What follows belongs to an exercise in optimizing a design on an open flow for small area, a short achievable clock period and few clock cycles per item; a production flow would make more cautious choices. The RTL was checked by simulation tests, not by an equivalence proof against the original design.

==> branch garnet <==
==> flow/design.v (excerpt) <==
module PixelSolver (
  input               io_cmd_valid,
  output              io_cmd_ready,
  input      [27:0]   io_cmd_payload_x,
  input      [27:0]   io_cmd_payload_y,
  output              io_rsp_valid,
  input               io_rsp_ready,
  output     [5:0]    io_rsp_payload_iteration,
  input               clk,
  input               reset
);
clock: 10.0 ns
lec_check: 0
cap_margin: 20
core_margin: 2
core_utilization: 40
slew_margin: 20
standard.sh (not shown) runs the stock make flow with config.mk's settings and CLKGATE_MAP_FILE= SYNTH_SCRIPT=/design/flow/synth_recipe.tcl, a recipe that flattens the netlist after the stock synthesis.
==> flow/flow/run.sh <==
#!/bin/bash
# Standard layout, with one extra step between synthesis and floorplan:
# flow/polarity.py removes the inverters that Yosys's adder extraction leaves
# between full adders (full adders are self-dual), choosing each adder's
# signal polarity so that as few inverters as possible remain. Registers and
# every non-inverter cell keep their names and types.
# The clock period is 10 ns, far above what the design needs, so by default
# the timing repair steps have nothing to do; a setup margin makes them work
# towards a shorter achieved period (the constraints themselves are unchanged).
set -euo pipefail
R=orfs/results/${FLOW_PLATFORM}/PixelSolver/base
bash standard.sh synth > synth.log 2>&1
cp "$R/1_2_yosys.v" yosys_standard.v
python3 flow/polarity.py yosys_standard.v polarity.v > polarity.log 2>&1
cp polarity.v "$R/1_2_yosys.v"
rm -f "$R/1_synth.odb"
bash standard.sh SETUP_SLACK_MARGIN=7 TNS_END_PERCENT=0 finish > finish.log 2>&1
Other scripts of this flow, unchanged in this note and not shown: flow/flow/polarity.py
==> inputs of branch willow, as changes to branch garnet <==
--- a/flow/design.v
+++ b/flow/design.v
@@ -30,14 +30,13 @@
   reg  [3:0]  rob_v;
   reg  [5:0]  rob_d0, rob_d1, rob_d2, rob_d3;
   reg  [2:0]  nseq, head;
   reg         out_v;
   reg  [5:0]  out_d;
   reg         full;          
-  reg         rdy;           
-  assign io_cmd_ready = rdy;
+  assign io_cmd_ready = !v1 && !full;
   wire        acc = io_cmd_valid && io_cmd_ready;
   assign io_rsp_valid = out_v;
   assign io_rsp_payload_iteration = out_d;
   wire pxx_hs1 = x1[2] ^ (x1[0] & x1[3]);
   wire pxx_hc2 = x1[2] & (x1[0] & x1[3]);
   wire pxx_hs3 = (x1[0] & x1[4]) ^ (x1[1] & x1[3]);
@@ -2425,31 +2424,27 @@
     endcase
   end
   wire        out_free = !out_v || io_rsp_ready;
   wire        pop = out_free && rob_v[head[1:0]];
   wire [2:0]  nseq_next = nseq + {2'd0, acc};
   wire [2:0]  head_next = head + {2'd0, pop};
-  wire        full_next = nseq_next - head_next == 3'd4;
-  wire        v1_next = v2 && !last;
   always @(posedge clk or posedge reset) begin
     if (reset) begin
       v1 <= 1'b0;
       v2 <= 1'b0;
       rob_v <= 4'd0;
       nseq <= 3'd0;
       head <= 3'd0;
       full <= 1'b0;
-      rdy <= 1'b1;
       out_v <= 1'b0;
     end else begin
-      v1 <= v1_next;
+      v1 <= v2 && !last;
       v2 <= v1 || acc;
       nseq <= nseq_next;
       head <= head_next;
-      full <= full_next;
-      rdy <= !v1_next && !full_next;
+      full <= nseq_next - head_next == 3'd4;
       if (out_free) out_v <= rob_v[head[1:0]];
       rob_v <= (rob_v & ~({3'd0, pop} << head[1:0])) | ({3'd0, retire} << tag2);
     end
   end
   always @(posedge clk) begin
     x1 <= nx;
--- a/flow/flow/run.sh
+++ b/flow/flow/run.sh
@@ -11,7 +11,7 @@
 R=orfs/results/${FLOW_PLATFORM}/PixelSolver/base
 bash standard.sh synth > synth.log 2>&1
 cp "$R/1_2_yosys.v" yosys_standard.v
 python3 flow/polarity.py yosys_standard.v polarity.v > polarity.log 2>&1
 cp polarity.v "$R/1_2_yosys.v"
 rm -f "$R/1_synth.odb"
-bash standard.sh SETUP_SLACK_MARGIN=7 TNS_END_PERCENT=0 finish > finish.log 2>&1
+bash standard.sh SETUP_SLACK_MARGIN=6.5 finish > finish.log 2>&1
==> summary.md <==
| Metric | Value |
|---|---|
| Nets | `6439` |
| Worst hold path endpoint | `cky1[27]$_DFF_P_` |
| Multi-input gate area | `40100 µm²` |
| Seq/total area | `21.04%` |
| CP endpoint | `x1[26]$_DFF_P_` |
| CP Max Fanout | `2` |
| Crit path time final | `4489 ps` |
| Routing usage on met3 | `4.426%` |
| Final non-clock buffer share | `2.499%` |
| Status | `no timing/DRC/antenna violations` |
| Buffers excl. clock | `179` |
[end of results for branch garnet]
==> summary.md <==
| Metric | Value |
|---|---|
| Crit path time final | `4480 ps` |
| Final non-clock buffer share | `11.45%` |
| Multi-input gate area | `44200 µm²` |
| Worst hold path endpoint | `cky1[5]$_DFF_P_` |
| CP endpoint | `x1[24]$_DFF_P_` |
| Seq/total area | `18.01%` |
| Status | `no timing/DRC/antenna violations` |
| Routing usage on met3 | `6.749%` |
| CP Max Fanout | `6` |
[end of results for branch willow]
Testbench counts of branch garnet, summed over its fixed seeds: cycles 263,406, pixels 8,192.
Testbench counts of branch willow, summed over its fixed seeds: cycles 263,406, pixels 8,192.

* * *

==> inputs of run a <==
PixelSolver with an RTL version that a note above also has.
Design PixelSolver, start of the top module:
module PixelSolver (
  input               io_cmd_valid,
  output              io_cmd_ready,
  input      [27:0]   io_cmd_payload_x,
  input      [27:0]   io_cmd_payload_y,
  output              io_rsp_valid,
  input               io_rsp_ready,
  output     [5:0]    io_rsp_payload_iteration,
  input               clk,
  input               reset
);
  reg         v1;
  reg  [27:0] x1, y1, x01, y01, ckx1, cky1;
  reg  [5:0]  it1;
  reg  [1:0]  tag1;
  reg  [13:0] bo1, bt1;      
  reg  [13:0] bn1n;          
  reg  [27:0] x1n;           
  reg         v2;
  reg  [27:0] sxx2, cxx2;
  reg         cixx2;
  reg  [27:0] syy2, cyy2;
  reg         ciyy2;
  reg  [27:0] sxy2, cxy2;
  reg  [19:0] lsxy2, lcxy2;
  reg  [27:0] x02, y02, ckx2, cky2;
  reg  [5:0]  it2;
  reg  [1:0]  tag2;
  reg         per2;
  reg  [3:0]  rob_v;
  reg  [5:0]  rob_d0, rob_d1, rob_d2, rob_d3;
  reg  [2:0]  nseq, head;
  reg         out_v;
  reg  [5:0]  out_d;
  reg         full;          
  assign io_cmd_ready = !v1 && !full;
  wire        acc = io_cmd_valid && io_cmd_ready;
  assign io_rsp_valid = out_v;
  assign io_rsp_payload_iteration = out_d;
  wire pxx_hs1 = x1[2] ^ (x1[0] & x1[3]);
  ...
clock: 10.0 ns
lec_check: 0
cap_margin: 20
core_margin: 2
core_utilization: 40
slew_margin: 20
==> flow/flow/run.sh <==
#!/bin/bash
# Standard layout, with one extra step between synthesis and floorplan:
# flow/polarity.py removes the inverters that Yosys's adder extraction leaves
# between full adders (full adders are self-dual), choosing each adder's
# signal polarity so that as few inverters as possible remain. Registers and
# every non-inverter cell keep their names and types.
# The clock period is 10 ns, far above what the design needs, so by default
# the timing repair steps have nothing to do; a setup margin makes them work
# towards a shorter achieved period (the constraints themselves are unchanged).
set -euo pipefail
R=orfs/results/${FLOW_PLATFORM}/PixelSolver/base
bash standard.sh synth > synth.log 2>&1
cp "$R/1_2_yosys.v" yosys_standard.v
python3 flow/polarity.py yosys_standard.v polarity.v > polarity.log 2>&1
cp polarity.v "$R/1_2_yosys.v"
rm -f "$R/1_synth.odb"
bash standard.sh SETUP_SLACK_MARGIN=5.5 finish > finish.log 2>&1
Other scripts of this flow, unchanged in this note and not shown: flow/flow/polarity.py
==> run b: changes against run a <==
--- a/flow/flow/run.sh
+++ b/flow/flow/run.sh
@@ -14,4 +14,4 @@
 python3 flow/polarity.py yosys_standard.v polarity.v > polarity.log 2>&1
 cp polarity.v "$R/1_2_yosys.v"
 rm -f "$R/1_synth.odb"
-bash standard.sh SETUP_SLACK_MARGIN=5.5 finish > finish.log 2>&1
+bash standard.sh SETUP_SLACK_MARGIN=6 finish > finish.log 2>&1
==> run c: changes against run a <==
--- a/flow/flow/run.sh
+++ b/flow/flow/run.sh
@@ -14,4 +14,4 @@
 python3 flow/polarity.py yosys_standard.v polarity.v > polarity.log 2>&1
 cp polarity.v "$R/1_2_yosys.v"
 rm -f "$R/1_synth.odb"
-bash standard.sh SETUP_SLACK_MARGIN=5.5 finish > finish.log 2>&1
+bash standard.sh SETUP_SLACK_MARGIN=6.5 finish > finish.log 2>&1
- CORE_UTILIZATION: 40 -> 55
==> notes <==
Area after synthesis is the same in run a and run b. Cell count, highest first: run b, run c, run a. Of run a and run b, run b has the higher setup slack (gap 0.19 ns). First-iteration DRC count: run a < run b < run c. Non-clock buffer count: run a is lower than run b (153). Fmax, highest first: run c, run b, run a. Hold slack, lowest first: run b, run c, run a. Sequential cell count is the same in run c and run b.
==> figures <==
item	run a	run b	run c
Finished Layout Cells	7054	7223	7121
Placed Instances	6905	6916	6371
Worst reg2reg startpoint	x1n[17]$_DFF_P_	cxx2[0]$_SDFF_PN0_	sxx2[4]$_SDFF_PN0_
Fin util	0.441	0.472	0.733
Sequential Area	12800 µm²	12900 µm²	13100 µm²
Peak clock frequency supported by timing	223 MHz	233 MHz	233 MHz
Setup slack, reg-to-reg	5.51 ns	5.70 ns	5.71 ns
Non-clock buffer total of the final layout	181	334	746
Die outline height	378 µm	378 µm	323 µm
Depth of the worst register-to-register path	11	16	13
Average wire length per cell after detail routing	22.8 µm	24.4 µm	28.1 µm
Peak per-stage delay on the critical path	0.48 ns	0.58 ns	0.49 ns
Launching element of the worst setup path	x1n[17]$_DFF_P_	cxx2[0]$_SDFF_PN0_	sxx2[4]$_SDFF_PN0_
Ratio of layout area to synthesized area	1.099x	1.175x	1.317x
Number of vias in the routed layout	38400	39800	43300
Worst Hold Endpoint	cky1[5]$_DFF_P_	ckx1[14]$_DFF_P_	ckx1[0]$_DFF_P_
Vias per inst	5.44	5.50	6.08
Result of the run	complete, no violations	complete, no violations	complete, no violations
Crit path required time	10.58 ns	10.57 ns	10.57 ns
Testbench counts of run a, summed over its fixed seeds: cycles 263,406, pixels 8,192.
Testbench counts of run b, summed over its fixed seeds: cycles 263,406, pixels 8,192.
Testbench counts of run c, summed over its fixed seeds: cycles 263,406, pixels 8,192.

[what the ideal ports hide]
In the flow no input, the clock included, has a driving cell. The finished layouts below were timed again as built, in two steps.
Step 1: set_driving_cell puts a clkbuf_16 on clk and a buf_2 on each other input, an assumption about the parent block.
Step 2 also shifts input and output timing later by t, the mid clock arrival at the registers, as if the neighbouring blocks saw the same clock.
Three values: no drivers, after step 1, after step 2; two values: the first two.
run	t (ns)	setup WS [ns]	hold slack, ns	worst setup path at the end	latest minus earliest clock arrival (ns)
branch garnet	0.746	5.511 / 5.511 / 5.511	0.312 / 0.312 / 0.312	register to register	0.030 / 0.030
branch willow	0.759	5.520 / 5.520 / 5.520	0.318 / 0.318 / 0.318	register to register	0.036 / 0.036
run a	0.757	5.510 / 5.510 / 5.510	0.313 / 0.313 / 0.313	register to register	0.048 / 0.048
run b	0.754	5.699 / 5.699 / 5.699	0.311 / 0.311 / 0.311	register to register	0.031 / 0.031
run c	0.716	5.709 / 5.709 / 5.709	0.311 / 0.311 / 0.311	register to register	0.035 / 0.035
After both steps setup and hold are still met in every run listed.
